What follows belongs to an exercise in optimizing a design on an open flow for small area and a short achievable clock period; a production flow would make more cautious choices. Function was checked by simulation only, so behaviour that the tests miss may differ from the original. The flow treats the clock pin as an ideal source. Dropping or thinning the clock tree relies on that and would not hold on a real chip. Power is estimated from default activity; no workload was simulated.

Design test_wrapper, start of the top module:
module test_wrapper #(
	parameter SYS_VERSION = 41,
	parameter WIDTH = 16,
	parameter NUM_SUB_MON = 3
)(
	input clk,
	input reset,
	input       [5:0] slave_address,
	input             slave_read,
	input             slave_write,
	input      [31:0] slave_writedata,
	output reg [31:0] slave_readdata,
	output [15:0] dut_a,
	output [15:0] dut_b,
	input  [15:0] dut_out
);
Size: ~1900 cells after synthesis, ~120 I/O pins, roughly 17000 um2 of cells after synthesis.
export LEC_CHECK = 0
export ABC_AREA = 1
export CAP_MARGIN = 20
export CORE_MARGIN = 2
export CORE_UTILIZATION = 45
export SETUP_SLACK_MARGIN = 1.4
export SLEW_MARGIN = 20
export SYNTH_HIERARCHICAL = 1
create_clock -name core_clock -period 3.0 [get_ports {clk}]
standard.sh (not shown) runs the stock make flow with config.mk's settings and CLKGATE_MAP_FILE= SYNTH_SCRIPT=/design/flow/synth_recipe.tcl, a recipe that flattens the netlist after the stock synthesis.
==> flow/flow/run.sh <==
#!/bin/bash
set -euo pipefail
here=$(cd "$(dirname "$0")" && pwd)
export BUFFER_PORTS_ARGS="-buffer_cell sky130_fd_sc_hd__buf_2"
export CTS_ARGS="-sink_clustering_enable -repair_clock_nets -dont_use_dummy_load -sink_clustering_size 30 -sink_clustering_max_diameter 80"
export PRE_CTS_TCL="$here/cts_root.tcl"
export FLOW_CLOCK_PORT=clk
bash standard.sh > make.log 2>&1
==> flow/flow/cts_root.tcl <==
rename clock_tree_synthesis my_tritoncts
proc clock_tree_synthesis { args } {
  my_tritoncts {*}$args
  my_drop_root_buffer
}

proc my_drop_root_buffer { } {
  set block [ord::get_db_block]
  set port_net [$block findNet $::env(FLOW_CLOCK_PORT)]
  set roots {}
  foreach it [$port_net getITerms] { lappend roots $it }
  if { [llength $roots] != 1 } { puts "drop_root: port drives [llength $roots] pins, kept"; return }
  set rit [lindex $roots 0]
  set root [$rit getInst]
  if { ![string match "sky130_fd_sc_hd__clkbuf_*" [[$root getMaster] getName]] } { puts "drop_root: no root buffer"; return }
  set root_net "NULL"
  foreach it [$root getITerms] {
    if { [$it isOutputSignal] } { set root_net [$it getNet] }
  }
  set loads {}
  foreach it [$root_net getITerms] {
    if { [$it isOutputSignal] } { continue }
    if { ![string match "sky130_fd_sc_hd__clkbuf_*" [[[$it getInst] getMaster] getName]] } {
      puts "drop_root: root drives a non-buffer, kept"; return
    }
    lappend loads $it
  }
  if { [llength $loads] > 4 } { puts "drop_root: root drives [llength $loads] buffers, kept"; return }
  foreach it $loads {
    $it disconnect
    $it connect $port_net
  }
  foreach it [$root getITerms] { $it disconnect }
  odb::dbInst_destroy $root
  odb::dbNet_destroy $root_net
  puts "drop_root: the clock port drives [llength $loads] buffers directly"
}
The first run passed the timing, DRC and antenna checks.
Edit:
--- a/flow/config.mk
+++ b/flow/config.mk
@@ -10,3 +10,3 @@
 export CORE_MARGIN = 2
-export CORE_UTILIZATION = 45
+export CORE_UTILIZATION = 40
 export SETUP_SLACK_MARGIN = 1.4
Outcome: The new run finished with timing, DRC and antenna clean. Cell count rises by 1.2%. Die area went up by 12%. Core utilization came out lower by 5.9 points. Sequential share of layout area increases by 0.31 points. Count of clock-buffer cells in the layout goes down by 4. Setup slack gains 0.0063 ns. Design area falls by 0.61%. Total power came out lower by 2.7%. Flip-flop and latch count does not change.
Edit:
--- a/flow/config.mk
+++ b/flow/config.mk
@@ -11,2 +11,3 @@
 export CORE_UTILIZATION = 40
+export PLACE_DENSITY = 0.5
 export SETUP_SLACK_MARGIN = 1.4
After rerunning: The changed run went through all stages and came out clean; count of clock-buffer cells in the layout increases by 5; power rises by 3.7%; global-route usage grows by 0.43 points; via count shrinks by 1.2%; clock skew rises by 0.049 ns; worst setup slack gets worse by 0.027 ns.

---

The RTL this note starts from:
==> flow/design.v <==
module test_wrapper #(
	parameter SYS_VERSION = 41,
	parameter WIDTH = 16,
	parameter NUM_SUB_MON = 3
)(
	input clk,
	input reset,
	input       [5:0] slave_address,
	input             slave_read,
	input             slave_write,
	input      [31:0] slave_writedata,
	output reg [31:0] slave_readdata,
	output [15:0] dut_a,
	output [15:0] dut_b,
	input  [15:0] dut_out
);
	wire writing = ~slave_read && slave_write;
	wire reading = slave_read && ~slave_write;
	reg [31:0] ctrl;
	reg        fsel;
	reg [15:0] man_a, man_b, set_a, set_b, clr_a, clr_b;
	always @(posedge clk)
		if (writing) begin
			if (slave_address == 6'h00) ctrl  <= slave_writedata;
			if (slave_address == 6'h10) fsel  <= slave_writedata[0];
			if (slave_address == 6'h14) man_a <= slave_writedata[15:0];
			if (slave_address == 6'h18) man_b <= slave_writedata[15:0];
			if (slave_address == 6'h1C) set_a <= slave_writedata[15:0];
			if (slave_address == 6'h20) set_b <= slave_writedata[15:0];
			if (slave_address == 6'h24) clr_a <= slave_writedata[15:0];
			if (slave_address == 6'h28) clr_b <= slave_writedata[15:0];
		end
	wire rst    = ctrl[0];
	wire en     = ctrl[1];
	wire freeze = ctrl[2];
	reg [31:0] ra, rb;
	function [31:0] lfsr_step(input [31:0] r);
		lfsr_step = {r[0], r[31], r[30] ^ r[0], r[29:27], r[26] ^ r[0], r[25] ^ r[0], r[24:1]};
	endfunction
	always @(posedge clk)
		if (rst) begin
			ra <= 32'hCAFEF00D;
			rb <= 32'hFEEDC0DE;
		end else if (en) begin
			ra <= lfsr_step(ra);
			rb <= lfsr_step(rb);
		end
	localparam S_IDLE = 2'd0, S_READY = 2'd1, S_COUNT = 2'd2, S_DONE = 2'd3;
	reg [1:0] tstate;
	reg [3:0] delay_count;
	reg [3:0] out_count;
	wire dut_zero = ~|dut_out;
	always @(posedge clk)
		if (rst)
			tstate <= S_IDLE;
		else case (tstate)
			S_IDLE : if (dut_zero)   tstate <= S_READY;
			S_READY: if (&out_count) tstate <= S_COUNT;
			S_COUNT: if (dut_zero)   tstate <= S_DONE;
			default:                 tstate <= S_DONE;
		endcase
	always @(posedge clk)
		if (rst)
			delay_count <= 4'hF;
		else if (tstate == S_COUNT)
			delay_count <= delay_count + 1'b1;
	always @(posedge clk)
		if (rst || tstate == S_DONE || fsel)
			out_count <= 4'h0;
		else
			out_count <= out_count + 1'b1;
	reg [15:0] a_0, b_0, sa_0, sb_0, fa_0, fb_0;
	always @(posedge clk)
		if (rst || &out_count) begin
			a_0 <= 16'h0;
			b_0 <= 16'h0;
		end else begin
			a_0 <= ra[15:0];
			b_0 <= rb[15:0];
		end
	always @(posedge clk)
		if (!fsel) begin
			sa_0 <= a_0 | set_a;
			sb_0 <= b_0 | set_b;
			fa_0 <= sa_0 & ~clr_a;
			fb_0 <= sb_0 & ~clr_b;
		end else begin
			sa_0 <= man_a;
			sb_0 <= man_b;
			fa_0 <= sa_0;
			fb_0 <= sb_0;
		end
	assign dut_a = fa_0;
	assign dut_b = fb_0;
	reg [15:0] ref1, ref2;
	always @(posedge clk) begin
		ref1 <= (fa_0[0] & fb_0[0]) ? fb_0 : fa_0 + fb_0;
		ref2 <= ref1;
	end
	reg [15:0] x;
	always @(posedge clk)
		x <= dut_out ^ ref2;
	integer i;
	reg [4:0] lzc;
	always @(*) begin
		lzc = 5'd16;
		for (i = 0; i < 16; i = i + 1)
			if (x[i]) lzc = 5'd15 - i;
	end
	reg [4:0] lz1, lz2, lz3, lz4;
	always @(posedge clk) begin
		lz1 <= lzc;
		lz2 <= lz1;
		lz3 <= lz2;
		lz4 <= lz3;
	end
	reg [3:0] rdy_ctr;
	always @(posedge clk)
		if (rst)
			rdy_ctr <= 4'd0;
		else if (!rdy_ctr[3])
			rdy_ctr <= rdy_ctr + 1'b1;
	wire ready = rdy_ctr[3];
	wire sb_en = !freeze && ready;
	reg [31:0] data_ctr, error_ctr;
	reg [4:0]  acc, maxacc, minacc;
	always @(posedge clk)
		if (rst) begin
			data_ctr  <= 32'h0;
			error_ctr <= 32'h0;
		end else if (sb_en) begin
			data_ctr <= data_ctr + 1'b1;
			if (lz4 != 5'd16)
				error_ctr <= error_ctr + 1'b1;
		end
	always @(posedge clk)
		acc <= ready ? lz4 : 5'd16;
	always @(posedge clk)
		if (rst) begin
			maxacc <= 5'd0;
			minacc <= 5'd16;
		end else if (sb_en) begin
			if (acc > maxacc) maxacc <= acc;
			if (acc < minacc) minacc <= acc;
		end
	wire [31:0] dut_delay = (tstate == S_DONE) ? {28'h0, delay_count} : 32'hFFFFFFFF;
	always @(posedge clk)
		if (reading)
			case (slave_address)
				6'h00: slave_readdata <= ctrl;
				6'h04: slave_readdata <= SYS_VERSION;
				6'h2C: slave_readdata <= dut_delay;
				6'h30: slave_readdata <= data_ctr;
				6'h34: slave_readdata <= error_ctr;
				6'h38: slave_readdata <= {26'h0, maxacc[4], 1'b0, maxacc[3:0]};
				6'h3C: slave_readdata <= {26'h0, minacc[4], 1'b0, minacc[3:0]};
				default: ;
			endcase
endmodule
==> flow/config.mk <==
export PLATFORM = sky130hd
export DESIGN_NAME = test_wrapper
export DESIGN_NICKNAME = test_wrapper
export VERILOG_FILES = /design/flow/design.v
export SDC_FILE = /design/flow/constraint.sdc
export NUM_CORES = 4
export LEC_CHECK = 0
export ABC_CLOCK_PERIOD_IN_PS = 1500
export CAP_MARGIN = 20
export CORE_MARGIN = 2
export CORE_UTILIZATION = 40
export SETUP_SLACK_MARGIN = 1.3
export SLEW_MARGIN = 20
==> flow/constraint.sdc <==
create_clock -name core_clock -period 3.0 [get_ports {clk}]
set_input_delay 0.6000 -clock core_clock [delete_from_list [all_inputs] [get_ports {clk}]]
set_output_delay 0.6000 -clock core_clock [all_outputs]
set_load 0.01 [all_outputs]
run.sh (not shown) runs the stock make flow with config.mk's settings and CLKGATE_MAP_FILE= SYNTH_SCRIPT=/design/flow/synth_recipe.tcl, a recipe that flattens the netlist after the stock synthesis.
Stock flow here: none of the scripts above is used.
The first run produced a clean layout.
Change:
- ABC_CLOCK_PERIOD_IN_PS: 1500 -> not set
- SETUP_SLACK_MARGIN: 1.3 -> not set
Outcome: The changed run finished clean. Worst hold slack stays flat. Final cell count went down by a few percent. Flip-flop and latch count stays the same. Fmax came out lower by about a fifth. Cell area shrinks by a little under a tenth. Die area stays the same. Sequential power stays flat. Setup slack loses 0.45 ns. Via count is lower by a few percent. Clock skew is about the same.

---

test_wrapper, a different RTL version from the one above (not shown whole).
For scale: roughly 1,900 cells after synthesis, roughly 120 I/O pins, about 0.017 mm² of cells after synthesis.
==> flow/config.mk <==
export PLATFORM = sky130hd
export DESIGN_NAME = test_wrapper
export DESIGN_NICKNAME = test_wrapper
export VERILOG_FILES = /design/flow/design.v
export SDC_FILE = /design/flow/constraint.sdc
export NUM_CORES = 4
export LEC_CHECK = 0
export ABC_AREA = 1
export CAP_MARGIN = 20
export CORE_MARGIN = 2
export CORE_UTILIZATION = 40
export SETUP_SLACK_MARGIN = 1.4
export SLEW_MARGIN = 20
export SYNTH_HIERARCHICAL = 1
==> flow/constraint.sdc <==
create_clock -name core_clock -period 3.0 [get_ports {clk}]
set_input_delay 0.6000 -clock core_clock [delete_from_list [all_inputs] [get_ports {clk}]]
set_output_delay 0.6000 -clock core_clock [all_outputs]
set_load 0.01 [all_outputs]
standard.sh (not shown) runs the stock make flow with config.mk's settings and CLKGATE_MAP_FILE= SYNTH_SCRIPT=/design/flow/synth_recipe.tcl, a recipe that flattens the netlist after the stock synthesis.
==> flow/flow/run.sh <==
#!/bin/bash
set -euo pipefail
here=$(cd "$(dirname "$0")" && pwd)
export BUFFER_PORTS_ARGS="-buffer_cell sky130_fd_sc_hd__buf_2"
export CTS_ARGS="-sink_clustering_enable -repair_clock_nets -dont_use_dummy_load -sink_clustering_size 30 -sink_clustering_max_diameter 60"
export PRE_CTS_TCL="$here/cts_root.tcl"
export FLOW_CLOCK_PORT=clk
bash standard.sh > make.log 2>&1
Scripts as last shown in full above: flow/flow/cts_root.tcl
The baseline produced a clean layout.
Then changed:
==> flow/flow/run.sh (replaced) <==
#!/bin/bash
set -euo pipefail
here=$(cd "$(dirname "$0")" && pwd)
export BUFFER_PORTS_ARGS="-buffer_cell sky130_fd_sc_hd__buf_2"
export PRE_CTS_TCL="$here/cts_root.tcl"
export FLOW_CLOCK_PORT=clk
bash standard.sh > make.log 2>&1
After rerunning:
- sequential power stays flat
- critical path depth rose by 5
- worst setup slack improves by 5.3 ps
- register-to-register slack barely changes
- maximum frequency increases slightly
- non-clock buffer count went down by 9
- cell count is higher slightly
- global-route usage goes up by 0.33 points
- utilization went up by 1.8 points
Then changed:
==> flow/flow/run.sh (replaced) <==
#!/bin/bash
set -euo pipefail
here=$(cd "$(dirname "$0")" && pwd)
export BUFFER_PORTS_ARGS="-buffer_cell sky130_fd_sc_hd__buf_2"
export CTS_ARGS="-sink_clustering_enable -repair_clock_nets -dont_use_dummy_load -sink_clustering_size 25 -sink_clustering_max_diameter 100"
export PRE_CTS_TCL="$here/cts_root.tcl"
export FLOW_CLOCK_PORT=clk
bash standard.sh > make.log 2>&1
Outcome: Synthesized cell count stays the same; cell count drops by a few percent; global-route usage decreases by 0.43 points; routed wire length goes down slightly; sequential power stays flat; non-clock buffer count came out lower by 1.
Then changed:
==> flow/flow/run.sh (replaced) <==
#!/bin/bash
set -euo pipefail
here=$(cd "$(dirname "$0")" && pwd)
export BUFFER_PORTS_ARGS="-buffer_cell sky130_fd_sc_hd__buf_2"
export CTS_ARGS="-sink_clustering_enable -repair_clock_nets -dont_use_dummy_load -sink_clustering_size 20 -sink_clustering_max_diameter 80"
export PRE_CTS_TCL="$here/cts_root.tcl"
export FLOW_CLOCK_PORT=clk
bash standard.sh > make.log 2>&1
Setup slack got worse by 68 ps.
Via count hardly moves.
Sequential share of layout area shrinks by 0.22 points.
Routed wire length came out lower by 1.6%.
Synthesized area is unchanged.
Cell count hardly moves.
Cell area grows by 0.54%.
Then changed:
==> flow/flow/run.sh (replaced) <==
#!/bin/bash
set -euo pipefail
here=$(cd "$(dirname "$0")" && pwd)
export BUFFER_PORTS_ARGS="-buffer_cell sky130_fd_sc_hd__buf_2"
export CTS_ARGS="-sink_clustering_enable -repair_clock_nets -dont_use_dummy_load -sink_clustering_size 25 -sink_clustering_max_diameter 80"
export PRE_CTS_TCL="$here/cts_root.tcl"
export FLOW_CLOCK_PORT=clk
bash standard.sh > make.log 2>&1
--- a/flow/config.mk
+++ b/flow/config.mk
@@ -10,5 +10,5 @@
 export CORE_MARGIN = 2
 export CORE_UTILIZATION = 40
-export SETUP_SLACK_MARGIN = 1.4
+export SETUP_SLACK_MARGIN = 1.45
 export SLEW_MARGIN = 20
 export SYNTH_HIERARCHICAL = 1
Outcome:
- die area does not change
- fmax grows by 7.5%
- hold slack hardly moves
- worst setup slack is better by 120 ps
Then changed:
==> flow/flow/run.sh (replaced) <==
#!/bin/bash
set -euo pipefail
here=$(cd "$(dirname "$0")" && pwd)
export BUFFER_PORTS_ARGS="-buffer_cell sky130_fd_sc_hd__buf_2"
export CTS_ARGS="-sink_clustering_enable -repair_clock_nets -dont_use_dummy_load -sink_clustering_size 30 -sink_clustering_max_diameter 80"
export PRE_CTS_TCL="$here/cts_root.tcl"
export FLOW_CLOCK_PORT=clk
bash standard.sh > make.log 2>&1
--- a/flow/config.mk
+++ b/flow/config.mk
@@ -9,6 +9,6 @@
 export CAP_MARGIN = 20
 export CORE_MARGIN = 2
-export CORE_UTILIZATION = 40
-export SETUP_SLACK_MARGIN = 1.45
+export CORE_UTILIZATION = 50
+export SETUP_SLACK_MARGIN = 1.4
 export SLEW_MARGIN = 20
 export SYNTH_HIERARCHICAL = 1
Effect: Final cell count went down by 5.7%. Clock power falls by about 5%. Worst setup slack gets worse by 99 ps. Sequential share of layout area is higher by 2.1 points. Non-clock buffer count is lower by 23. Sequential cell count stays the same. Sequential power barely changes. Critical path depth goes up by 1. Register-to-register slack degrades by 90 ps.

---

test_wrapper, a different RTL version from the one above (not shown whole).
For scale: about 2,000 cells after synthesis, about 120 I/O pins.
clock: 3.0 ns
lec_check: 0
abc_area: 1
abc_clock_period_in_ps: 1600
cap_margin: 20
core_margin: 2
core_utilization: 40
setup_slack_margin: 1.4
slew_margin: 20
synth_hierarchical: 1
==> flow/flow/run.sh <==
#!/bin/bash
set -euo pipefail
here=$(cd "$(dirname "$0")" && pwd)
export BUFFER_PORTS_ARGS="-buffer_cell sky130_fd_sc_hd__buf_2"
export PRE_CTS_TCL="$here/cts_root.tcl"
export FLOW_CLOCK_PORT=clk
bash standard.sh > make.log 2>&1
Scripts as last shown in full above: flow/flow/cts_root.tcl
The baseline completed with no timing, DRC or antenna violations.
Edit:
Settings changed: ABC_CLOCK_PERIOD_IN_PS 1600 to 1000.
Effect:
- utilization stays the same
- maximum frequency is unchanged
- global-route usage stays the same
- via count does not change
- count of clock-buffer cells in the layout is unchanged
- non-clock buffer count does not change
- total power stays the same
- setup slack stays the same
- cell count stays the same
- combinational power barely changes

## separate check: timing with driven ports
Ports are ideal in the flow. The routed layouts listed here were re-timed in OpenROAD.
Step 1 sets driving cells, clkbuf_16 on the clock port and buf_2 on the other inputs (assumed; they add their load-dependent delay and slew).
Step 2 moves the port delays by t, midway between the first and last clock arrival at a register: inputs arrive t later, outputs are due t later. That takes back most of the time a late clock gives input paths.
Slacks: ideal ports / drivers / drivers and shift; pairs: ideal ports / drivers.
run | t, ns | setup WS [ns] | worst hold slack (ns) | worst setup path at the end | pins driven straight from the clock port
the first run of note 1 | 0.478 | 1.424 / 1.363 / 1.014 | 0.322 / 0.295 / 0.322 | input to register | 2
the second run of note 1 | 0.456 | 1.430 / 1.367 / 1.016 | 0.326 / 0.322 / 0.326 | input to register | 2
the third run of note 1 | 0.482 | 1.403 / 1.327 / 1.021 | 0.290 / 0.270 / 0.313 | input to register | 2
the first run of note 2 | 0.645 | 0.984 / 0.984 / 0.695 | 0.321 / 0.321 / 0.321 | input to register | 1
the second run of note 2 | 0.630 | 0.537 / 0.537 / 0.197 | 0.324 / 0.324 / 0.324 | input to register | 1
the first run of note 3 | 0.496 | 1.411 / 1.339 / 1.011 | 0.311 / 0.311 / 0.311 | input to register | 2
the second run of note 3 | 0.512 | 1.416 / 1.331 / 1.006 | 0.324 / 0.287 / 0.324 | input to register | 4
the third run of note 3 | 0.468 | 1.406 / 1.367 / 0.984 | 0.329 / 0.329 / 0.329 | input to register | 2
the fourth run of note 3 | 0.482 | 1.338 / 1.266 / 1.041 | 0.326 / 0.326 / 0.326 | input to register | 2
the fifth run of note 3 | 0.477 | 1.455 / 1.383 / 1.020 | 0.326 / 0.326 / 0.326 | input to register | 2
the sixth run of note 3 | 0.456 | 1.356 / 1.323 / 0.931 | 0.335 / 0.324 / 0.335 | input to register | 2
the first run of note 4 | 0.524 | 1.395 / 1.282 / 1.049 | 0.320 / 0.283 / 0.320 | input to register | 4
the second run of note 4 | 0.524 | 1.395 / 1.282 / 1.049 | 0.320 / 0.283 / 0.320 | input to register | 4
After both steps every run listed still meets setup and hold. The setup slack of the fifth run of note 3, which loses most, moves by -0.072 ns with the drivers and by -0.435 ns with both steps.
